This is an optimization exercise on Yosys and OpenROAD, whose aim is small area, not a production implementation. The RTL was checked by simulation tests, not by an equivalence proof against the original design. The flow treats the clock pin as an ideal source, which a real chip does not have. Power and IR drop assume default switching activity.

File: flow/design.v
module sd_adc (
    input  bit        clk,
    input  bit        rst,
    input  bit        adc_lvds_pin,
    output bit        adc_fb_pin,
    output bit [15:0] adc_output,
    output bit        adc_valid
);
    bit [7:0]  cnt;
    bit        ena, vld, fb;
    bit [16:0] cacc;
    bit [14:0] racc;
    bit        c4, rc4;
    bit [16:0] xs;
    bit [15:0] yr, zr;
    bit        y16, z16;
    bit [15:0] tr, s3, s2, hn;
    bit        cs, c2, c3, sat_hi, sat_lo;
    bit        nb0;
    bit        zo;
    wire c255 = (cnt == 8'd255);
    wire c0   = (cnt == 8'd0);
    wire first = c0 & ~ena;
    wire a    = fb & ~first;
    wire shift_in = (cnt[7:4] == 4'd0);                  
    wire k16      = (cnt == 8'd16);
    wire wr       = (cnt >= 8'd3)  && (cnt <= 8'd18);    
    wire zk = nb0 ? 1'b0 : (shift_in ? zr[0] : (k16 ? z16 : 1'b0));
    wire xk = xs[0];
    wire sk = xk ^ zk ^ cs;
    wire cs_n = (xk & zk) | (xk & cs) | (zk & cs);
    wire yj  = ~nb0 && (cnt != 8'd19) && zr[13];
    wire yj2 = ~nb0 && (cnt <= 8'd16) && zr[15];
    wire t    = yj ^ yj2 ^ c2;
    wire c2_n = (yj & yj2) | (yj & c2) | (yj2 & c2);
    wire ns   = ~sk;
    wire fo   = t ^ ns ^ c3;
    wire c3_n = (t & ns) | (t & c3) | (ns & c3);
    wire tin = wr ? fo : (sat_hi | (~sat_lo & tr[0]));
    bit [3:0]  cl, rl, cm, rm;
    bit        cl_c, rl_c, cm_c, rm_c;
    bit [16:0] cacc_n;
    bit [15:0] racc_n;
    bit [7:0]  cop, rop;
    function automatic bit [4:0] add4(input bit [3:0] x, input bit [3:0] y, input bit ci);
        bit [4:0] c;
        bit [3:0] r;
        c[0] = ci;
        for (int i = 0; i < 4; i++) begin
            r[i]   = x[i] ^ y[i] ^ c[i];
            c[i+1] = (x[i] & y[i]) | (x[i] & c[i]) | (y[i] & c[i]);
        end
        add4 = {c[4], r};
    endfunction
    function automatic bit [9:0] inc9(input bit [8:0] x, input bit ci);
        bit [9:0] c;
        bit [8:0] r;
        c[0] = ci;
        for (int i = 0; i < 9; i++) begin
            r[i]   = x[i] ^ c[i];
            c[i+1] = x[i] & c[i];
        end
        inc9 = {c[9], r};
    endfunction
    bit [9:0] ci9, ri9;
    always_comb begin
        cop = a ? ~cnt : 8'd0;
        rop = a ? cnt : 8'd0;
        {cl_c, cl} = add4(cacc[3:0], cop[3:0], 1'b0);
        {cm_c, cm} = add4(cacc[7:4], cop[7:4], c4);
        ci9 = inc9(cacc[16:8], cm_c);
        cacc_n = {ci9[8:0], cm, cl};
        {rl_c, rl} = add4(racc[3:0], rop[3:0], a);
        {rm_c, rm} = add4(racc[7:4], rop[7:4], rc4);
        ri9 = inc9({2'b00, racc[14:8]}, rm_c);
        racc_n = {ri9[7:0], rm, rl};
    end
    always_ff @(posedge clk) begin
        fb  <= adc_lvds_pin;
        ena <= c255;
        vld <= ena;
        cnt <= rst ? 8'd0 : cnt + 8'd1;
        if (c255 | first) begin
            cacc <= {1'b0, racc_n};
            c4   <= rl_c;
        end else begin
            cacc <= cacc_n;
            c4   <= cl_c;
        end
        racc <= (rst | c255) ? 15'd0 : racc_n[14:0];
        rc4  <= ~(rst | c255) & rl_c;
        nb0 <= rst | (nb0 & ~c255);
        zo  <= nb0;
        xs <= (xs >> 1) | (c255 ? cacc_n : 17'd0);
        yr <= {shift_in ? xs[0] & ~nb0 : yr[0], yr[15:1]};
        zr <= {shift_in ? yr[0] & ~nb0 : zr[0], zr[15:1]};
        cs <= c255 ? 1'b0 : cs_n;
        c2 <= (cnt == 8'd2) ? 1'b0 : c2_n;
        c3 <= (cnt == 8'd2) ? 1'b1 : c3_n;
        if (k16) begin
            y16    <= xs[0] & ~nb0;
            z16    <= y16 & ~nb0;
            sat_hi <= ~nb0 & (y16 | (xs[0] & z16));
            sat_lo <= 1'b0;
        end
        if (cnt == 8'd19) begin
            sat_hi <= sat_hi | (fo & ~tr[15]);
            sat_lo <= ~sat_hi & fo & tr[15];
        end
        tr <= {tin, tr[15:1]};
        s3 <= {wr ? tr[0] & ~nb0 : s3[0], s3[15:1]};
        s2 <= {wr ? s3[0] & ~nb0 : s2[0], s2[15:1]};
        hn <= {wr ? ~(s2[0] & ~nb0) : hn[0], hn[15:1]};
    end
    assign adc_fb_pin = fb;
    assign adc_valid  = vld;
    assign adc_output = ~({hn[1:0], hn[15:2]} | {16{zo}});
endmodule
File: flow/flow/run.sh
#!/bin/bash
# Own layout flow: the standard ORFS flow (standard.sh), with
#  - CTS without dummy loads, with buf_6 as the clock buffer (same drive
#    as clkbuf_8 at less area),
#  - port buffers of the smallest buffer cell,
#  - power recovery (downsizing on paths with slack) after global routing.
# The full output of the flow goes to standard.log in the work folder; ORFS
# keeps each step's own log under orfs/logs.
set -euo pipefail
export CTS_ARGS='-sink_clustering_enable -repair_clock_nets -dont_use_dummy_load -buf_list sky130_fd_sc_hd__buf_4'
export BUFFER_PORTS_ARGS='-buffer_cell sky130_fd_sc_hd__buf_1'
export RECOVER_POWER=100
bash standard.sh > standard.log 2>&1
File: flow/standard.sh
#!/bin/bash
# synth_recipe.tcl (not shown) runs the flow's synth.tcl, then flattens the netlist and writes it again
# the make line also repeats each setting of config.mk as NAME=value (left out here)
make -C /OpenROAD-flow-scripts/flow DESIGN_CONFIG=/design/flow/config.mk WORK_HOME=/design/flow/orfs CLKGATE_MAP_FILE= SYNTH_SCRIPT=/design/flow/synth_recipe.tcl "${@:-finish}"
File: flow/config.mk
export PLATFORM = sky130hd
export DESIGN_NAME = sd_adc
export DESIGN_NICKNAME = sd_adc
export VERILOG_FILES = /design/flow/design.v
export SDC_FILE = /design/flow/constraint.sdc
export NUM_CORES = 4
export LEC_CHECK = 0
export CAP_MARGIN = 20
export CORE_MARGIN = 2
export CORE_UTILIZATION = 40
export SLEW_MARGIN = 20
File: flow/constraint.sdc
create_clock -name core_clock -period 5.0 [get_ports {clk}]
set_input_delay 1.0000 -clock core_clock [delete_from_list [all_inputs] [get_ports {clk}]]
set_output_delay 1.0000 -clock core_clock [all_outputs]
set_load 0.01 [all_outputs]
==> results by group, run 1 <==
Clock tree
  • CTS Root Cell: buf_4
  • Post-CTS Hold Buffers: 0
  • Longest Clk Path Bufs: 2
  • Total CTS buffers: 17
  • CTS clk-pin slew, worst paths: 0.12 ns
  • Clk sink count: 167
  • H-tree depth: 4
  • Setup Buffers After CTS: 0
  • CTS tree: built
  • Worst-Skew Late Latency: 0.45 ns
  • Post-cts sizing count: 0

Worst hold path
  • WHS Path Cells: 0
  • Hold WC Path Type: flip-flop to flip-flop
  • WHS Endpoint: s2[4]
  • HP Start: s2[5]

GRT
  • GRT overflow: 0
  • Vias in the first global route: 2756
  • Antenna violations before repair: 0
  • Tot GR Track Use: 12.23%
  • Largest net degree at the start of global routing: 21
  • First-pass GRT wire length: 13.47 mm

Detailed routing
  • DR pass1 iterations: 4
  • Post-route ant nets: 0
  • # DRC: 0
  • Wire length per cell: 12.66 µm
  • Final wirelength: 7.531 mm
  • Routed vias/inst: 4.445
  • Vias: 2645
  • Iter 0 DRT Violations: 143

Power and ir drop
  • Combinational power share: 7.8%
  • Reg power frac: 67.4%
  • Clock power share: 24.8%
  • Worst VDD drop: 193.7 µV
  • Sw Ratio: 22.86%
  • PwrDens: 393.0 nW/µm²
  • Internal power: 1671 µW
  • NetSw: 495.1 µW
  • Leak pwr: 0.002391 µW

Timing
  • Peak Freq: 239.2 MHz
  • Worst rel slew slack: 31.60%
  • Final Hold Violating Endpoints: 0
  • Setup TNS: 0 ns
  • Final Max Tran Viols: 0
  • Least-Margin Pin Slew: 1.012 ns
  • Final setup vio count: 0
  • Fin crit period: 4.181 ns
  • RSZ-0062 raised after global routing: no
  • Skew final: 0.03533 ns
  • Fin crit share: 83.62%
  • Min Hold Slack: 0.2993 ns

Floorplan
  • Die Ht: 118.1 µm
  • Top-Level Pins: 21
  • Area of the die: 13950 µm²
  • Initial core utilization: 41.10%
  • Row cnt: 41
  • Die X-Extent: 118.1 µm
  • Core ar.: 12670 µm²

Finish
  • Most frequent cells in the layout: dfxtp_1 (163), nor2_1 (34), inv_1 (28), ha_1 (20), buf_1 (19)
  • Finished Cell Area: 5512 µm²
  • Register Area: 3383 µm²
  • Fill count: 1225
  • Ratio of cells with drive above 1 in the final layout: 8.038%
  • Area occupied by multi-input gates: 1605 µm²
  • Layout Cells excl Fill: 595
  • Most common cell after layout, fill and taps aside: dfxtp_1
  • Area Growth Syn to Fin: 5.839%
  • Nets: 465
  • Ant. Diodes: 0

Worst setup path
  • Crit path DAT: 4.50 ns
  • Reg2reg end: cacc[15]
  • Most used cell along the critical path: ha_1
  • Critical path class: flip-flop to flip-flop
  • R2r startpoint: cnt[3]
  • Crit. End Element: flip-flop
  • CP Max Fanout: 11
  • Reg2reg setup slack: 0.82 ns
  • Worst EP required: 5.32 ns
  • Crit start category: flip-flop
  • FF-to-FF path depth: 16
  • Slowest stage cell, crit path: dfxtp_1
  • Worst path max stage delay: 0.51 ns
  • Crit-path cells: nor2_1, a41o_1, or2_2, fa_1, fa_1, fa_1, inv_1, ha_1, ha_1, ha_1, ha_1, ha_1, ha_1, ha_1, ha_1, mux2_2

Synthesis
  • Distinct cells, synth: 45
  • Mapped Nets: 436
  • EDFF count, synth: 4
  • FF+latch count, synth: 167
  • Syn Area/Cell: 13.15 µm²
  • Mapped Cells: 396
  • Mapped Area: 5207 µm²
  • Sequential share of the synthesized area: 64.97%
  • Top_reg_cell synth: dfxtp_1
  • Synth warnings: 1
  • Asr flop ratio synth: 0%

Place
  • Post-DP HPWL: 4.999 mm
  • RePlAce Congestion: 0.7801
  • PortBufs: 20
  • Area post-placement: 5428 µm²
  • Dpl cells: 578

Outcome
  • Status: no timing/DRC/antenna violations

Run
  • Max cap viols: 0
cell families after synthesis:
| kind of cell | Yosys count | synth area share, % |
|---|---|---|
| adder cells (fa/ha/maj) | 37 | 11.34 |
| AO/OA/AOI/OAI | 35 | 4.805 |
| AND/OR/NAND/NOR | 93 | 10.19 |
| XOR/XNOR | 6 | 1.009 |
| flip-flops | 167 | 64.97 |
| buffers and inverters | 38 | 3.364 |
| multiplexers | 20 | 4.325 |
state kept, by name, indices dropped and copies added (netlist names):
| name | flops |
|---|---|
| cacc | 17 |
| cnt | 8 |
| ena | 1 |
| xs | 17 |
| tr | 16 |
| s3 | 16 |
| vld | 1 |
| rc4 | 1 |
| racc | 15 |
| cs | 1 |
| s2 | 16 |
| zr | 16 |
| c4 | 1 |
| sat_lo | 1 |
| zo | 1 |
| z16 | 1 |
| c3 | 1 |
| sat_hi | 1 |
| hn | 16 |
| fb | 1 |
| yr | 16 |
| y16 | 1 |
| c2 | 1 |
| nb0 | 1 |
critical path, delay by kind of cell, from the launching register on:
kind	cells	cell delay, ns
flip-flops	1	0.51
AND/OR/NAND/NOR	2	0.51
buffers and inverters	1	0.06
multiplexers	1	0.26
AO/OA/AOI/OAI	1	0.39
adder cells (fa/ha/maj)	11	2.34
layout make-up:
type / instances / share of cell area [%]
sequential: 167 / 61.38
tap: 172 / 3.905
multi-input combinational: 191 / 29.13
timing repair buffer: 20 / 1.362
clock buffer: 17 / 2.316
inverter: 28 / 1.907
cell usage after synthesis (2+ instances only):
cell	number	area, µm²
nor2b_1	6	37.54
mux2_4	2	30.03
nor3_1	9	45.04
edfxtp_1	4	120.1
fa_1	17	340.3
o21bai_1	6	45.04
or3_1	2	12.51
buf_4	3	22.52
clkbuf_1	3	11.26
or2_2	4	25.02
and2_1	16	100.1
a21o_1	12	90.09
inv_1	27	101.4
nand3_1	7	35.03
xor2_1	3	26.28
nand4_1	2	12.51
xnor2_1	3	26.28
nand2_1	3	11.26
dfxtp_1	163	3263
mux2_2	9	101.4
mux2_1	3	33.78
mux2i_1	6	60.06
buf_2	2	10.01
a41oi_1	2	17.52
a21oi_1	7	35.03
o21ai_0	3	15.01
a41o_1	2	20.02
ha_1	20	250.2
nor2_1	34	127.6
per-stage QoR:
| step | total power [µW] | util, % | setup WS [ns] |
|---|---|---|---|
| floorplan | 1619 | - | 0.9124 |
| global placement | 1660 | 42.84 | 0.7973 |
| detailed placement | 1665 | 42.84 | 0.7090 |
| CTS | 2201 | 43.84 | 0.7269 |
| global route | 2290 | 43.50 | 0.5501 |
| finish | 2166 | 43.50 | 0.8191 |
power by group through the flow:
stage,clock network (µW),registers (µW),logic (µW)
floorplan,0,1480,138
global placement,0,1490,169
detailed placement,0,1490,172
CTS,563,1460,175
global route,621,1470,196
finish,538,1460,168
how the worst max path moves through the flow:
stage / from / endpoint / slack [ns]
floorplan: cnt[0] / cacc[15] / 0.91
global placement: cnt[0] / cacc[15] / 0.80
detailed placement: cnt[0] / cacc[15] / 0.71
CTS: cnt[0] / cacc[15] / 0.73
global route: cnt[0] / cacc[15] / 0.55
finish: cnt[3] / cacc[15] / 0.82
layer usage:
| metal | vias to the layer above | part of all wire, % | track usage, % |
|---|---|---|---|
| met5 | - | 0 | 0 |
| met4 | 0 | 1.0 | 3.916 |
| met3 | 5 | 3.5 | 4.264 |
| met2 | 41 | 46 | 18.64 |
| met1 | 1264 | 50 | 16.27 |
| li1 | 1335 | - | - |
==> run 2, diff against run 1 <==
==> flow/flow/run.sh (replaced) <==
#!/bin/bash
# Own layout flow: the standard ORFS flow (standard.sh), with
#  - CTS without dummy loads and with small clock buffers,
#  - port buffers of the smallest buffer cell,
#  - power recovery (downsizing on paths with slack) after global routing.
# The full output of the flow goes to standard.log in the work folder; ORFS
# keeps each step's own log under orfs/logs.
set -euo pipefail
export CTS_ARGS='-sink_clustering_enable -repair_clock_nets -dont_use_dummy_load -buf_list "sky130_fd_sc_hd__clkbuf_2 sky130_fd_sc_hd__clkbuf_4 sky130_fd_sc_hd__clkbuf_8"'
export BUFFER_PORTS_ARGS='-buffer_cell sky130_fd_sc_hd__buf_1'
export RECOVER_POWER=100
bash standard.sh > standard.log 2>&1
--- a/flow/config.mk
+++ b/flow/config.mk
@@ -8,4 +8,5 @@
 export CAP_MARGIN = 20
 export CORE_MARGIN = 2
 export CORE_UTILIZATION = 40
+export CTS_BUF_LIST = sky130_fd_sc_hd__clkbuf_2 sky130_fd_sc_hd__clkbuf_4 sky130_fd_sc_hd__clkbuf_8
 export SLEW_MARGIN = 20
==> run 2 against run 1 <==
Against the previous run: setup slack gained 0.0060 ns; still clean; largest power group unchanged; clock power increased by 28%; largest cell class unchanged; area after synthesis is the same.
==> results by group, run 2 <==
Worst setup path
  • Worst EP required: 5.32 ns
  • Crit start category: flip-flop
  • Most used cell along the critical path: ha_1
  • Critical path class: flip-flop to flip-flop
  • CP Max Fanout: 11
  • Worst path max stage delay: 0.52 ns
  • Crit path DAT: 4.49 ns
  • Slowest stage cell, crit path: dfxtp_1
  • Crit-path cells: nor2_1, a41o_1, or2_2, fa_1, fa_1, fa_1, inv_1, ha_1, ha_1, ha_1, ha_1, ha_1, ha_1, ha_1, ha_1, mux2_2
  • Crit. End Element: flip-flop

Power and ir drop
  • Total Power: 2318 µW
  • Worst VDD drop: 222.4 µV
  • Leak pwr: 0.002431 µW
  • PwrDens: 412.5 nW/µm²

GRT
  • Vias in the first global route: 2778
  • Antenna violations before repair: 0
  • GRT overflow: 0
  • First-pass GRT wire length: 13.49 mm
  • Tot GR Track Use: 12.40%
  • Largest net degree at the start of global routing: 21

Clock tree
  • CTS Root Cell: clkbuf_8
  • Post-cts sizing count: 0
  • Setup Buffers After CTS: 0
  • Post-CTS Hold Buffers: 0
  • CTS clk-pin slew, worst paths: 0.08 ns
  • Total CTS buffers: 17
  • H-tree depth: 4
  • Worst-Skew Late Latency: 0.43 ns
  • CTS tree: built
  • Longest Clk Path Bufs: 2
  • Clk sink count: 167

Synthesis
  • Asr flop ratio synth: 0%
  • Mapped Area: 5207 µm²
  • EDFF count, synth: 4
  • Synth top area share: 62.66%
  • Synth warnings: 1
  • Top_reg_cell synth: dfxtp_1
  • FF+latch count, synth: 167
  • Syn Area/Cell: 13.15 µm²
  • List of most frequent post-synthesis cells: dfxtp_1 (163), nor2_1 (34), inv_1 (27)
  • Synth area leader: dfxtp_1
  • Sequential share of the synthesized area: 64.97%
  • Largest cells by area after synthesis: dfxtp_1 (63%), fa_1 (6.5%), ha_1 (4.8%), nor2_1 (2.5%), edfxtp_1 (2.3%)
  • Mapped Cells: 396
  • Mapped Nets: 436
  • Dominant cell by count in the synthesized netlist: dfxtp_1
  • Distinct cells, synth: 45

Timing
  • Skew final: 0.02576 ns
  • Final Hold Violating Endpoints: 0
  • Fin crit share: 83.50%
  • Peak Freq: 239.5 MHz
  • Setup TNS: 0 ns
  • Least-Margin Pin Slew: 1.011 ns
  • Fin crit period: 4.175 ns
  • Final setup vio count: 0
  • RSZ-0062 raised after global routing: no
  • Final Max Tran Viols: 0
  • Worst rel slew slack: 31.67%

Finish
  • Area occupied by multi-input gates: 1605 µm²
  • Ratio of cells with drive above 1 in the final layout: 8.038%
  • Area Growth Syn to Fin: 7.881%
  • Fill count: 1208
  • Most frequent cells in the layout: dfxtp_1 (163), nor2_1 (34), inv_1 (28), ha_1 (20), buf_1 (19)
  • Finished Cell Area: 5618 µm²
  • Largest regs: cacc x17, xs x17
  • Nets: 465
  • Most common cell after layout, fill and taps aside: dfxtp_1
  • Ant. Diodes: 0
  • Register Area: 3383 µm²

Detailed routing
  • DR pass1 iterations: 4
  • Wire length per cell: 12.71 µm
  • # DRC: 0
  • Iter 0 DRT Violations: 162
  • Final wirelength: 7.560 mm
  • Post-route ant nets: 0
  • Vias: 2684
  • Routed vias/inst: 4.511

Floorplan
  • Core ar.: 12670 µm²
  • Initial core utilization: 41.10%
  • Area of the die: 13950 µm²
  • Top-Level Pins: 21
  • Die Ht: 118.1 µm
  • Die X-Extent: 118.1 µm
  • Row cnt: 41

Place
  • PortBufs: 20
  • RePlAce Congestion: 0.7801
  • Area post-placement: 5428 µm²
  • Post-DP HPWL: 4.999 mm

Run
  • Max cap viols: 0

Worst hold path
  • Hold WC Path Type: flip-flop to flip-flop

Outcome
  • Status: no timing/DRC/antenna violations
-- run 2: cell types whose count changed in the layout (fill, tap and decap cells not counted) --
cell and delta:
buf_4 -17, clkbuf_8 +17
-- run 2: stage by stage --
step                std cells  util (%)  hold slack, ns  setup WS [ns]
floorplan                 396         -          0.3096         0.9124
global placement          578     42.84          0.3122         0.7973
detailed placement        578     42.84          0.3121         0.7090
CTS                       595     44.68          0.3096         0.7202
global route              595     44.34          0.3228         0.5673
finish                    595     44.34          0.3054         0.8250
-- run 2: cell families after synthesis --
kind of cell,Yosys count,synth area share (%)
and+or+nand+nor,93,10.19
muxes,20,4.325
DFF,167,64.97
adders and majority gates,37,11.34
xor gates and xnor gates,6,1.009
buffers and inverters,38,3.364
AOI/OAI and AO/OA,35,4.805
-- run 2: layout make-up --
| cell class | instances | share of cell area, % |
|---|---|---|
| clock buffers | 17 | 4.165 |
| inverters | 28 | 1.871 |
| repair buffers | 20 | 1.336 |
| multi-input cells | 191 | 28.57 |
| well taps | 172 | 3.831 |
| flip-flops and latches | 167 | 60.22 |
-- run 2: path summary, 6_finish.rpt --
kind / from / to / slack [ns] / cells past startpoint
max: cnt[2] / cacc[15] / 0.83 / 16
min: s2[5] / s2[4] / 0.31 / 0
max reg2reg: cnt[2] / cacc[15] / 0.83 / 16
min reg2reg: s2[5] / s2[4] / 0.31 / 0
-- run 2: per-layer routing --
layer / track usage [%] / routed length [µm]
met5: 0 / 0
met4: 5.497 / 122
met3: 4.264 / 281
met2: 18.71 / 3451
met1: 16.09 / 3705
-- run 2: worst max-delay path, delay by kind of cell, from the launching register on --
family / cells / cell delay (ns)
compound gates: 1 / 0.38
flops: 1 / 0.52
simple gates: 2 / 0.50
fa+ha+maj: 11 / 2.36
mux: 1 / 0.26
buf+inv: 1 / 0.06
-- run 2: power by group --
part	internal (µW)	switching [µW]	total (µW)
logic	76.8	91.6	168
clock network	300	388	688
registers	1420	37.9	1460
==> run 3, diff against run 2 <==
==> flow/flow/run.sh (replaced) <==
#!/bin/bash
# Own layout flow: the standard ORFS flow (standard.sh), with
#  - CTS without dummy loads, built of buf_4; a POST_CTS hook
#    (upsize_clk.tcl) turns the clock buffers whose sinks see more than
#    115 ps of slew into buf_6,
#  - port buffers of the smallest buffer cell,
#  - power recovery (downsizing on paths with slack) after global routing.
# The full output of the flow goes to standard.log in the work folder; ORFS
# keeps each step's own log under orfs/logs.
set -euo pipefail
export CTS_ARGS='-sink_clustering_enable -repair_clock_nets -dont_use_dummy_load -buf_list sky130_fd_sc_hd__buf_4'
export POST_CTS_TCL="$PWD/flow/upsize_clk.tcl"
export BUFFER_PORTS_ARGS='-buffer_cell sky130_fd_sc_hd__buf_1'
export RECOVER_POWER=100
bash standard.sh > standard.log 2>&1
==> flow/flow/upsize_clk.tcl (new file) <==
# POST_CTS hook: the clock tree is built of buf_4; each clock buffer whose
# sinks see a slew above 115 ps (placement parasitics) becomes a buf_6,
# then the placement is legalized again.
estimate_parasitics -placement
set n 0
foreach inst [get_cells clkbuf*] {
  set worst 0
  set out [get_pins -of_objects $inst -filter "direction==output"]
  foreach p [get_pins -of_objects [get_nets -of_objects $out] -filter "direction==input"] {
    foreach k {slew_max_rise slew_max_fall} {
      set s [get_property $p $k]
      if {$s > $worst} { set worst $s }
    }
  }
  if {$worst > 0.115} {
    replace_cell $inst sky130_fd_sc_hd__buf_6
    incr n
  }
}
puts "upsize_clk: $n clock buffers upsized to buf_6"
detailed_placement
check_placement -verbose
--- a/flow/config.mk
+++ b/flow/config.mk
@@ -7,6 +7,6 @@
 export LEC_CHECK = 0
 export CAP_MARGIN = 20
 export CORE_MARGIN = 2
-export CORE_UTILIZATION = 40
-export CTS_BUF_LIST = sky130_fd_sc_hd__clkbuf_2 sky130_fd_sc_hd__clkbuf_4 sky130_fd_sc_hd__clkbuf_8
+export CORE_UTILIZATION = 65
+export PLACE_DENSITY = 0.75
 export SLEW_MARGIN = 20
==> run 3 against run 2 <==
Against the previous run: via count fell by 1.4%; largest cell class unchanged; still clean on timing, DRC and antenna; wire length decreased by 2.6%; clock-buffer cell count unchanged; power is 6.0% lower.
==> results by group, run 3 <==
Power and ir drop
  • Worst VDD drop: 257.9 µV
  • Clock power share: 25.2%
  • Sw Ratio: 22.60%
  • NetSw: 492.7 µW
  • Internal power: 1687 µW
  • Combinational power share: 7.7%
  • Reg power frac: 67.1%
  • Leak pwr: 0.002395 µW
  • PwrDens: 401.0 nW/µm²

Timing
  • RSZ-0062 raised after global routing: no
  • Least-Margin Pin Slew: 0.9984 ns
  • Fin crit period: 4.214 ns
  • Worst rel slew slack: 32.50%
  • Peak Freq: 237.3 MHz
  • Final setup vio count: 0
  • Final Max Tran Viols: 0
  • Worst setup margin: 0.7856 ns
  • Setup TNS: 0 ns
  • Fin crit share: 84.29%
  • Final Hold Violating Endpoints: 0
  • Skew final: 0.02651 ns

Place
  • Area post-placement: 5340 µm²
  • Dpl cells: 508
  • RePlAce Congestion: 0.8075
  • Post-DP HPWL: 5.060 mm
  • PortBufs: 20
  • Pre-CTS setup slack: 0.6998 ns

GRT
  • First-pass GRT wire length: 12.42 mm
  • Vias in the first global route: 2684
  • Antenna violations before repair: 0
  • GRT overflow: 0
  • Largest net degree at the start of global routing: 21
  • Tot GR Track Use: 18.99%

Floorplan
  • Core ar.: 7727 µm²
  • Area of the die: 8743 µm²
  • Die X-Extent: 93.51 µm
  • Die Ht: 93.51 µm
  • Top-Level Pins: 21
  • Initial core utilization: 67.39%
  • Row cnt: 32

Synthesis
  • Mapped Nets: 436
  • Dominant cell by count in the synthesized netlist: dfxtp_1
  • Distinct cells, synth: 45
  • Mapped Cells: 396
  • Mapped Area: 5207 µm²
  • Synth top area share: 62.66%
  • Largest cells by area after synthesis: dfxtp_1 (63%), fa_1 (6.5%), ha_1 (4.8%), nor2_1 (2.5%), edfxtp_1 (2.3%)
  • Synth area leader: dfxtp_1
  • FF+latch count, synth: 167
  • Synth warnings: 1
  • EDFF count, synth: 4
  • Sequential share of the synthesized area: 64.97%
  • Top_reg_cell synth: dfxtp_1
  • List of most frequent post-synthesis cells: dfxtp_1 (163), nor2_1 (34), inv_1 (27)
  • Asr flop ratio synth: 0%
  • Syn Area/Cell: 13.15 µm²

Finish
  • Ratio of cells with drive above 1 in the final layout: 7.801%
  • Ant. Diodes: 0
  • Layout Cells excl Fill: 525
  • Finished Cell Area: 5435 µm²
  • Area Growth Syn to Fin: 4.373%
  • Finished Core Util: 70.34%
  • Largest regs: cacc x17, xs x17
  • Nets: 465
  • Most common cell after layout, fill and taps aside: dfxtp_1
  • Most frequent cells in the layout: dfxtp_1 (163), nor2_1 (34), inv_1 (28), ha_1 (20), buf_1 (19)

Detailed routing
  • Final wirelength: 7.363 mm
  • DR pass1 iterations: 4
  • # DRC: 0
  • Iter 0 DRT Violations: 122
  • Wire length per cell: 14.02 µm
  • Vias: 2646
  • Post-route ant nets: 0
  • Routed vias/inst: 5.040

Run
  • Max cap viols: 0

Worst setup path
  • Crit path DAT: 4.46 ns
  • Worst EP required: 5.25 ns
  • Crit. End Element: flip-flop
  • CP Max Fanout: 11
  • Critical path class: flip-flop to flip-flop
  • Crit start category: flip-flop
  • Reg2reg setup slack: 0.79 ns

Worst hold path
  • Hold WC Path Type: flip-flop to flip-flop

Clock tree
  • Worst-Skew Late Latency: 0.37 ns
  • CTS tree: built
  • CTS clk-pin slew, worst paths: 0.10 ns
  • Clk sink count: 167

Outcome
  • Status: no timing/DRC/antenna violations
==> run 3: cell counts after synthesis <==
No cell type changed its count.
==> run 3: power groups by stage <==
stage	Clock, µW	Sequential, µW	Combinational [µW]
2_1_floorplan	0	1480	138
3_3_place_gp	0	1490	164
3_5_place_dp	0	1490	170
5_1_grt	620	1470	193
6_report	550	1460	167
==> run 3: critical path, cell delays in order (launching register included) <==
cell,delay (ns)
dfxtp_1,0.52
nor2_1,0.18
a41o_1,0.39
or2_2,0.33
fa_1,0.41
fa_1,0.39
fa_1,0.37
inv_1,0.06
ha_1,0.14
ha_1,0.14
ha_1,0.13
ha_1,0.13
ha_1,0.14
ha_1,0.13
ha_1,0.13
ha_1,0.23
mux2_2,0.26
==> run 3: worst paths after layout <==
| check | to | depth (start not counted) | start |
|---|---|---|---|
| min reg2reg | yr[7] | 0 | yr[8] |
| max reg2reg | cacc[15] | 16 | cnt[3] |
| min | yr[7] | 0 | yr[8] |
| max | cacc[15] | 16 | cnt[3] |
==> run 3: metrics by stage <==
stage	total power [µW]	hold WS (ns)
floorplan	1619	0.3096
global placement	1655	0.3129
detailed placement	1665	0.3121
global route	2287	0.3146
finish	2180	0.3124
==> run 3: cell families after synthesis <==
| kind of cell | count (synthesis) | synth area share [%] |
|---|---|---|
| AOI/OAI and AO/OA | 35 | 4.805 |
| buffers and inverters | 38 | 3.364 |
| and+or+nand+nor | 93 | 10.19 |
| DFF | 167 | 64.97 |
| adders and majority gates | 37 | 11.34 |
| muxes | 20 | 4.325 |
| xor gates and xnor gates | 6 | 1.009 |
==> run 3: cell type report <==
cell class	instances	area, µm²
Fill cell	559	2292
Multi-Input combinational cell	191	1605
Sequential cell	167	3383
Timing Repair Buffer	20	75.07
Clock buffer	17	138.9
Tap cell	102	127.6
Inverter	28	105.1
==> run 3: routing by layer <==
layer	track usage, %	vias to the layer above	wire (µm)
met3	5.157	12	250
met1	23.83	1245	3414
met4	9.314	0	142
li1	-	1340	-
met2	30.40	49	3557
met5	0	-	0
==> run 4, diff against run 3 <==
--- a/flow/config.mk
+++ b/flow/config.mk
@@ -7,6 +7,5 @@
 export LEC_CHECK = 0
 export CAP_MARGIN = 20
 export CORE_MARGIN = 2
-export CORE_UTILIZATION = 65
-export PLACE_DENSITY = 0.75
+export CORE_UTILIZATION = 40
 export SLEW_MARGIN = 20
==> run 4 against run 3 <==
Against the previous run: still clean; combinational power is essentially flat; hold slack gained 0.0040 ns; utilization shrank 27 points; clock skew grew 0.0026 ns; power grew 0.79%; critical path type unchanged; highest routed layer unchanged.
==> results by group, run 4 <==
Finish
  • Most common cell after layout, fill and taps aside: dfxtp_1
  • Layout Cells excl Fill: 595
  • Ratio of cells with drive above 1 in the final layout: 8.038%
  • Area Growth Syn to Fin: 6.199%
  • Nets: 465
  • Ant. Diodes: 0
  • Finished Cell Area: 5530 µm²
  • Most frequent cells in the layout: dfxtp_1 (163), nor2_1 (34), inv_1 (28), ha_1 (20), buf_1 (19)
  • Largest regs: cacc x17, xs x17
  • Fill count: 1225

Worst setup path
  • Crit start category: flip-flop
  • Crit path DAT: 4.44 ns
  • CP Max Fanout: 11
  • Worst setup path start: cnt[3]
  • Worst EP required: 5.26 ns
  • Reg2reg end: cacc[15]
  • Reg2reg setup slack: 0.82 ns
  • FF-to-FF path depth: 16
  • R2r startpoint: cnt[3]
  • Critical path class: flip-flop to flip-flop
  • Crit. End Element: flip-flop
  • Crit path to: cacc[15]

Detailed routing
  • Met2 wire length: 3.483 mm
  • Post-route ant nets: 0
  • WL met3: 271 µm
  • Max layer used: met4
  • DR pass1 iterations: 4
  • Final wirelength: 7.520 mm
  • # DRC: 0
  • Vias: 2642
  • Iter 0 DRT Violations: 145
  • Routed vias/inst: 4.440
  • M1 wire length: 3.730 mm
  • Wire length per cell: 12.64 µm

Clock tree
  • CTS tree: built
  • Worst-Skew Late Latency: 0.37 ns
  • Clk sink count: 167
  • CTS clk-pin slew, worst paths: 0.09 ns

Floorplan
  • Row cnt: 41
  • Die X-Extent: 118.1 µm
  • Top-Level Pins: 21
  • Core ar.: 12670 µm²
  • Initial core utilization: 41.10%
  • Area of the die: 13950 µm²
  • Die Ht: 118.1 µm

Worst hold path
  • Hold WC Path Type: flip-flop to flip-flop

Timing
  • Worst setup margin: 0.8195 ns
  • Peak Freq: 239.2 MHz
  • Final setup vio count: 0
  • Worst rel slew slack: 31.60%
  • Setup TNS: 0 ns
  • Min Hold Slack: 0.3165 ns
  • Least-Margin Pin Slew: 1.012 ns
  • Final Hold Violating Endpoints: 0
  • Final Max Tran Viols: 0
  • Fin crit share: 83.61%
  • RSZ-0062 raised after global routing: no
  • Fin crit period: 4.180 ns
  • Skew final: 0.02911 ns

Power and ir drop
  • PwrDens: 397.3 nW/µm²
  • Leak pwr: 0.002397 µW
  • Worst VDD drop: 194.0 µV

Synthesis
  • Mapped Cells: 396
  • Sequential share of the synthesized area: 64.97%
  • Distinct cells, synth: 45
  • Synth top area share: 62.66%
  • EDFF count, synth: 4
  • Synth area leader: dfxtp_1
  • Largest cells by area after synthesis: dfxtp_1 (63%), fa_1 (6.5%), ha_1 (4.8%), nor2_1 (2.5%), edfxtp_1 (2.3%)
  • Mapped Area: 5207 µm²
  • List of most frequent post-synthesis cells: dfxtp_1 (163), nor2_1 (34), inv_1 (27)
  • Asr flop ratio synth: 0%
  • Dominant cell by count in the synthesized netlist: dfxtp_1
  • Synth warnings: 1
  • Top_reg_cell synth: dfxtp_1
  • Mapped Nets: 436
  • FF+latch count, synth: 167
  • Syn Area/Cell: 13.15 µm²

GRT
  • Vias in the first global route: 2767
  • GRT overflow: 0
  • Largest net degree at the start of global routing: 21
  • Tot GR Track Use: 12.22%
  • First-pass GRT wire length: 13.46 mm
  • Antenna violations before repair: 0

Place
  • Dpl cells: 578
  • Post-DP HPWL: 4.999 mm
  • PortBufs: 20
  • Area post-placement: 5428 µm²
  • Pre-CTS setup slack: 0.7090 ns
  • RePlAce Congestion: 0.7801

Run
  • Max cap viols: 0

Outcome
  • Status: no timing/DRC/antenna violations
run 4: final cells by class:
class,instances,area (µm²),area share (%)
sequential,167,3383,61.18
inverter,28,105.1,1.900
timing repair buffer,20,75.07,1.357
clock buffer,17,146.4,2.647
tap,172,215.2,3.891
multi-input combinational,191,1605,29.03
run 4: kinds of logic after synthesis:
logic type / after synthesis / share of synthesized area, %
multiplexers: 20 / 4.325
buffers and inverters: 38 / 3.364
adder cells (fa/ha/maj): 37 / 11.34
AND/OR/NAND/NOR: 93 / 10.19
AO/OA/AOI/OAI: 35 / 4.805
flip-flops: 167 / 64.97
XOR/XNOR: 6 / 1.009
run 4: worst max-delay path, cell delays in order (launching register included):
cell and delay (ns):
dfxtp_1 0.51, nor2_1 0.18, a41o_1 0.39, or2_2 0.33
fa_1 0.41, fa_1 0.38, fa_1 0.36, inv_1 0.06
ha_1 0.14, ha_1 0.14, ha_1 0.13, ha_1 0.13
ha_1 0.14, ha_1 0.14, ha_1 0.14, ha_1 0.23
mux2_2 0.26
run 4: metrics by stage:
step | util [%] | total power, µW
2_1_floorplan | - | 1619
3_3_place_gp | 42.84 | 1660
3_5_place_dp | 42.84 | 1665
5_1_grt | 43.65 | 2323
6_report | 43.65 | 2197
run 4: how the worst min path moves through the flow:
stage               slack (ns)     end    from  cells after the start
floorplan                 0.31   s2[0]   s2[1]                      0
global placement          0.31   s2[5]   s2[6]                      0
detailed placement        0.31  yr[12]  yr[13]                      0
global route              0.33   yr[8]   yr[9]                      0
finish                    0.32   yr[8]   yr[9]                      0
run 4: layer usage:
metal  GRT usage, %  vias up
met2          18.68       40
li1               -     1335
met3          4.264        2
met1          16.21     1265
met5              0        -
met4          3.916        0
run 4: power breakdown:
| group | internal, µW | switching [µW] | total [µW] |
|---|---|---|---|
| combinational | 76.7 | 91.4 | 168 |
| sequential | 1420 | 37.9 | 1460 |
| clock | 199 | 369 | 568 |
==> run 5, diff against run 4 <==
--- a/flow/design.v
+++ b/flow/design.v
@@ -29,7 +29,7 @@
     wire xk = xs[0];
     wire sk = xk ^ zk ^ cs;
     wire cs_n = (xk & zk) | (xk & cs) | (zk & cs);
-    wire yj  = ~nb0 && (cnt != 8'd19) && zr[13];
+    wire yj  = ~nb0 && wr && zr[13];
     wire yj2 = ~nb0 && (cnt <= 8'd16) && zr[15];
     wire t    = yj ^ yj2 ^ c2;
     wire c2_n = (yj & yj2) | (yj & c2) | (yj2 & c2);
@@ -94,7 +94,7 @@
         xs <= (xs >> 1) | (c255 ? cacc_n : 17'd0);
         yr <= {shift_in ? xs[0] & ~nb0 : yr[0], yr[15:1]};
         zr <= {shift_in ? yr[0] & ~nb0 : zr[0], zr[15:1]};
-        cs <= c255 ? 1'b0 : cs_n;
+        cs <= cs_n;
         c2 <= (cnt == 8'd2) ? 1'b0 : c2_n;
         c3 <= (cnt == 8'd2) ? 1'b1 : c3_n;
         if (k16) begin
==> run 5 against run 4 <==
Against the previous run: critical endpoint unchanged; largest power group unchanged; synthesized cell count rose by 0.25%; clock-buffer cell count did not move; final cell count did not move; combinational power rose by about 10%; critical path type unchanged; sequential share of layout area barely moved; utilization barely moved.
==> results by group, run 5 <==
Outcome
  • Status: no timing/DRC/antenna violations

GRT
  • Vias in the first global route: 2678
  • GRT overflow: 0
  • Largest net degree at the start of global routing: 21
  • Tot GR Track Use: 12.39%
  • Antenna violations before repair: 0
  • First-pass GRT wire length: 13.14 mm

Synthesis
  • Top_reg_cell synth: dfxtp_1
  • Synth warnings: 1
  • Synth top area share: 62.78%
  • Distinct cells, synth: 44
  • Sequential share of the synthesized area: 65.09%
  • EDFF count, synth: 4
  • Largest cells by area after synthesis: dfxtp_1 (63%), fa_1 (6.5%), ha_1 (4.8%), mux2_2 (2.4%), edfxtp_1 (2.3%)
  • FF+latch count, synth: 167
  • Synth area leader: dfxtp_1
  • Mapped Cells: 397
  • Dominant cell by count in the synthesized netlist: dfxtp_1
  • Asr flop ratio synth: 0%
  • Mapped Area: 5197 µm²
  • List of most frequent post-synthesis cells: dfxtp_1 (163), nor2_1 (31), inv_1 (24)
  • Syn Area/Cell: 13.09 µm²
  • Mapped Nets: 437

Detailed routing
  • Routed vias/inst: 4.412
  • Final wirelength: 7.433 mm
  • Post-route ant nets: 0
  • # DRC: 0
  • DR pass1 iterations: 4
  • Wire length per cell: 12.49 µm
  • Iter 0 DRT Violations: 136
  • Vias: 2625

Timing
  • Setup TNS: 0 ns
  • Least-Margin Pin Slew: 0.8792 ns
  • Final Hold Violating Endpoints: 0
  • Final setup vio count: 0
  • Fin crit share: 88.69%
  • Final Max Tran Viols: 0
  • Min Hold Slack: 0.3050 ns
  • Peak Freq: 225.5 MHz
  • Worst setup margin: 0.5654 ns
  • Skew final: 0.04320 ns
  • RSZ-0062 raised after global routing: no
  • Worst rel slew slack: 41.39%
  • Fin crit period: 4.435 ns

Worst setup path
  • R2r startpoint: cnt[0]
  • Reg2reg end: cacc[15]
  • FF-to-FF path depth: 19
  • Critical path class: flip-flop to flip-flop
  • Slowest stage cell, crit path: dfxtp_1
  • Reg2reg setup slack: 0.57 ns
  • Most used cell along the critical path: ha_1
  • CP Max Fanout: 11
  • CP top delay family: adder cells
  • Crit-path cells: inv_1, ha_1, or4b_1, o21ai_0, clkbuf_1, or2_2, fa_1, fa_1, fa_1, inv_1, ha_1, ha_1, ha_1, ha_1, ha_1, ha_1, ha_1, ha_1, mux2_2
  • Worst path max stage delay: 0.45 ns
  • Crit. End Element: flip-flop
  • Crit start category: flip-flop
  • WP buf/inv: 3
  • Crit path DAT: 4.72 ns
  • Worst EP required: 5.28 ns
  • Worst setup path start: cnt[0]

Worst hold path
  • WHS Path Cells: 0
  • WHS Endpoint: yr[9]
  • HP Start: yr[10]
  • Hold WC Path Type: flip-flop to flip-flop

Floorplan
  • Die Ht: 118.0 µm
  • Area of the die: 13920 µm²
  • Initial core utilization: 41.02%
  • Row cnt: 41
  • Die X-Extent: 118.0 µm
  • Top-Level Pins: 21
  • Core ar.: 12670 µm²

Run
  • Max cap viols: 0

Finish
  • Ratio of cells with drive above 1 in the final layout: 8.983%
  • Most common cell after layout, fill and taps aside: dfxtp_1
  • Nets: 465
  • Ant. Diodes: 0
  • Fill count: 1215
  • Most frequent cells in the layout: dfxtp_1 (163), nor2_1 (32), inv_1 (24), ha_1 (20), buf_1 (19)
  • Layout Cells excl Fill: 595
  • Area Growth Syn to Fin: 6.331%
  • Largest regs: cacc x17, xs x17
  • Finished Core Util: 43.62%

Power and ir drop
  • PwrDens: 397.9 nW/µm²
  • Leak pwr: 0.002408 µW
  • Worst VDD drop: 153.3 µV

Place
  • PortBufs: 20
  • Dpl cells: 578
  • RePlAce Congestion: 0.7376
  • Pre-CTS setup slack: 0.5577 ns
  • Post-DP HPWL: 5.050 mm

Clock tree
  • CTS tree: built
  • CTS clk-pin slew, worst paths: 0.10 ns
  • Clk sink count: 167
  • Worst-Skew Late Latency: 0.39 ns
## run 5: kinds of logic after synthesis
group | after synthesis | synth area share, %
flip-flops | 167 | 65.09
AND/OR/NAND/NOR | 97 | 10.23
adder cells (fa/ha/maj) | 37 | 11.36
buffers and inverters | 36 | 3.322
AO/OA/AOI/OAI | 33 | 4.381
multiplexers | 21 | 4.598
XOR/XNOR | 6 | 1.011
## run 5: report_power, final
| group | leakage [µW] | internal, µW | total (µW) | switching, µW |
|---|---|---|---|---|
| Combinational | 0.000965 | 86.1 | 185 | 98.6 |
| Sequential | 0.00136 | 1420 | 1460 | 37.9 |
| Clock | 0.0000842 | 183 | 552 | 369 |
## run 5: cell type report
class	instances	area (µm²)	area share [%]
clock buffer	17	135.1	2.445
inverter	24	90.09	1.630
multi-input combinational	194	1624	29.39
sequential	167	3383	61.22
tap	172	215.2	3.894
timing repair buffer	21	78.83	1.426
## run 5: metrics by stage
stage | instance area (µm²) | total power [µW]
3_5_place_dp | 5413 | 1688
3_3_place_gp | 5413 | 1681
2_1_floorplan | 5197 | 1639
6_report | 5527 | 2199
5_1_grt | 5527 | 2329
## run 5: worst max-delay path by stage
stage / to / slack [ns] / depth (start not counted)
global placement: cacc[15] / 0.70 / 19
global route: cacc[15] / 0.32 / 19
finish: cacc[15] / 0.57 / 19
detailed placement: cacc[15] / 0.56 / 19
floorplan: cacc[15] / 0.87 / 19
## run 5: per-layer routing
layer  vias up  track usage, %  share of wire (%)
met3        10           4.554                4.0
met4         0           6.777                1.4
met2        37           18.68                 45
li1       1332               -                  -
met5         -               0                  0
met1      1246           15.39                 49
==> run 6, diff against run 5 <==
--- a/flow/design.v
+++ b/flow/design.v
@@ -30,7 +30,7 @@
     wire sk = xk ^ zk ^ cs;
     wire cs_n = (xk & zk) | (xk & cs) | (zk & cs);
     wire yj  = ~nb0 && wr && zr[13];
-    wire yj2 = ~nb0 && (cnt <= 8'd16) && zr[15];
+    wire yj2 = ~nb0 && (shift_in || k16) && zr[15];     
     wire t    = yj ^ yj2 ^ c2;
     wire c2_n = (yj & yj2) | (yj & c2) | (yj2 & c2);
     wire ns   = ~sk;
==> run 6 against run 5 <==
Against the previous run: still clean on timing, DRC and antenna; clock-buffer cell count unchanged; clock skew shrank 0.0078 ns; maximum frequency fell by 3.6%; critical endpoint unchanged; largest cell class unchanged.
==> results by group, run 6 <==
Outcome
  • Status: no timing/DRC/antenna violations

GRT
  • Antenna violations before repair: 0
  • Most used routing layer: met2
  • Vias in the first global route: 2693
  • Met1 Track Usage GR: 15.91%
  • Met3 Resource Use GR: 3.973%
  • GRT overflow: 0
  • Met2 Use GR: 18.13%
  • First-pass GRT wire length: 13.12 mm
  • Tot GR Track Use: 12.26%
  • Largest net degree at the start of global routing: 21

Finish
  • Most common cell after layout, fill and taps aside: dfxtp_1
  • Largest regs: cacc x17, xs x17
  • Fill count: 1212
  • Ant. Diodes: 0
  • Finished Cell Area: 5512 µm²
  • Ratio of cells with drive above 1 in the final layout: 9.547%
  • Nets: 461
  • Area Growth Syn to Fin: 6.866%
  • Most frequent cells in the layout: dfxtp_1 (163), nor2_1 (34), ha_1 (20), buf_1 (19), inv_1 (18)

Synthesis
  • Synth top area share: 63.27%
  • Synth Area in XOR/XNOR: 1.019%
  • Multiplexer share of the synthesized area: 3.688%
  • Synth Area in Compound Gates: 6.041%
  • Top_reg_cell synth: dfxtp_1
  • Largest family of logic cells by synthesized area: adder cells
  • Asr flop ratio synth: 0%
  • Sequential share of the synthesized area: 65.60%
  • Post-Synth Adder-Cell Area: 11.45%
  • Synth warnings: 1
  • Syn Area/Cell: 13.09 µm²
  • Largest cells by area after synthesis: dfxtp_1 (63%), fa_1 (6.6%), ha_1 (4.9%), mux2_2 (2.6%), nor2_1 (2.5%)
  • EDFF count, synth: 4
  • List of most frequent post-synthesis cells: dfxtp_1 (163), nor2_1 (34), and2_1 (20), ha_1 (20), inv_1 (18)
  • Dominant cell by count in the synthesized netlist: dfxtp_1
  • FF+latch count, synth: 167
  • Mapped Nets: 434
  • Simple-gate share of the synthesized area: 9.364%
  • Distinct cells, synth: 44
  • Mapped Cells: 394
  • Mapped Area: 5157 µm²
  • Synth area leader: dfxtp_1

Worst hold path
  • Hold WC Path Type: flip-flop to flip-flop
  • WHS Path Cells: 0

Timing
  • Fin crit share: 92.02%
  • Peak Freq: 217.3 MHz
  • Setup TNS: 0 ns
  • Final setup vio count: 0
  • Final Max Tran Viols: 0
  • Least-Margin Pin Slew: 1.184 ns
  • Skew final: 0.03535 ns
  • Fin crit period: 4.601 ns
  • Worst rel slew slack: 20.34%
  • RSZ-0062 raised after global routing: no
  • Final Hold Violating Endpoints: 0

Place
  • RePlAce Congestion: 0.8019
  • Area post-placement: 5376 µm²
  • Post-DP HPWL: 4.971 mm
  • PortBufs: 20

Detailed routing
  • Post-route ant nets: 0
  • Wire length per cell: 12.65 µm
  • Routed vias/inst: 4.420
  • Iter 0 DRT Violations: 96
  • Vias: 2612
  • # DRC: 0
  • Final wirelength: 7.477 mm
  • DR pass1 iterations: 4

Floorplan
  • Die X-Extent: 117.6 µm
  • Die Ht: 117.6 µm
  • Area of the die: 13820 µm²
  • Top-Level Pins: 21
  • Initial core utilization: 40.87%
  • Row cnt: 41
  • Core ar.: 12620 µm²

Clock tree
  • Worst-Skew Late Latency: 0.40 ns
  • CTS clk-pin slew, worst paths: 0.09 ns
  • Clk sink count: 167
  • CTS tree: built

Worst setup path
  • CP Max Fanout: 6
  • Crit. End Element: flip-flop
  • Crit path DAT: 4.87 ns
  • Crit start category: flip-flop
  • Worst EP required: 5.26 ns
  • FF-to-FF path depth: 19
  • Critical path class: flip-flop to flip-flop

Power and ir drop
  • Reg power frac: 66.2%
  • Combinational power share: 7.5%
  • Sw Ratio: 22.87%
  • Clock power share: 26.3%
  • Worst VDD drop: 195.2 µV
  • PwrDens: 400.4 nW/µm²
  • NetSw: 504.7 µW
  • Leak pwr: 0.002360 µW
  • Internal power: 1702 µW

Run
  • Max cap viols: 0
run 6: cell types whose count changed in the layout (fill, tap and decap cells not counted), sizes merged, moves of 2 or more:
cell / before / now
inv: 24 / 18
nand2: 8 / 2
and2: 16 / 21
nand3: 6 / 4
mux2i: 7 / 1
nor3: 7 / 5
o21ai: 4 / 17
nor2: 32 / 34
run 6: cell type report:
| class | count | area (µm²) | share of cell area, % |
|---|---|---|---|
| multi-input cells | 196 | 1617 | 29.33 |
| clock buffers | 17 | 150.1 | 2.724 |
| repair buffers | 21 | 78.83 | 1.430 |
| well taps | 172 | 215.2 | 3.905 |
| flip-flops and latches | 167 | 3383 | 61.38 |
| inverters | 18 | 67.56 | 1.226 |
run 6: path summary, 6_finish.rpt:
check | start | endpoint | slack (ns)
worst max-delay path | cnt[0] | cacc[15] | 0.40
worst min register to register | s2[10] | s2[9] | 0.31
worst max register to register | cnt[0] | cacc[15] | 0.40
worst min-delay path | s2[10] | s2[9] | 0.31
run 6: power groups by stage:
stage,clock network [µW],logic [µW],registers (µW)
2_1_floorplan,0,136,1480
3_3_place_gp,0,166,1490
3_5_place_dp,0,169,1490
5_1_grt,665,198,1470
6_report,581,165,1460
run 6: cell families after synthesis:
family | after synthesis
AOI/OAI and AO/OA | 47
xor gates and xnor gates | 6
adders and majority gates | 37
buffers and inverters | 31
DFF | 167
muxes | 16
and+or+nand+nor | 90
run 6: critical path: stages, from the launching register on:
cell and delay, ns:
dfxtp_1 0.43, inv_1 0.11, ha_1 0.23, or4b_4 0.23, o21ai_0 0.09, or2_2 0.31
fa_1 0.38, fa_1 0.38, fa_1 0.39, fa_1 0.36, inv_1 0.06, ha_1 0.14
ha_1 0.14, ha_1 0.14, ha_1 0.14, ha_1 0.14, ha_1 0.14, ha_1 0.14
ha_1 0.24, mux2_2 0.26
run 6: metal layers:
layer | vias up | part of all wire, %
met5 | - | 0
met4 | 0 | 2.1
met3 | 15 | 3.1
met2 | 22 | 45
met1 | 1244 | 50
li1 | 1331 | -
run 6: through the flow:
stage,hold WS (ns),cells,power (µW),utilization [%],setup WS [ns]
after floorplan,0.3096,394,1615,-,0.5281
after global placement,0.3129,574,1654,42.60,0.5364
after detailed placement,0.3121,574,1661,42.60,0.4325
after global routing,0.3179,591,2333,43.67,0.06931
final,0.3079,591,2207,43.67,0.3989

==> port drivers added, routing unchanged <==
Ports are ideal in the flow. The routed layouts listed here were re-timed in OpenROAD. Step 1: set_driving_cell puts a clkbuf_16 on clk and a buf_2 on each other input, an assumption about the parent block. Step 2 also shifts input and output timing later by t, the mid clock arrival at the registers, as if the neighbouring blocks saw the same clock. Three values: ideal ports, drivers, drivers and shift; two values: the first two.
run | t (ns) | slack for setup (ns) | clock arrival spread, ns | worst data-port slew with drivers (ns)
run 1 | 0.455 | 0.819 / 0.819 / 0.819 | 0.050 / 0.049 | 0.03
run 2 | 0.456 | 0.825 / 0.825 / 0.825 | 0.040 / 0.040 | 0.03
run 3 | 0.392 | 0.786 / 0.786 / 0.786 | 0.026 / 0.027 | 0.03
run 4 | 0.391 | 0.820 / 0.820 / 0.820 | 0.032 / 0.031 | 0.03
run 5 | 0.401 | 0.565 / 0.565 / 0.565 | 0.044 / 0.044 | 0.03
run 6 | 0.417 | 0.399 / 0.399 / 0.399 | 0.040 / 0.039 | 0.03
After both steps setup and hold are still met in every run listed.
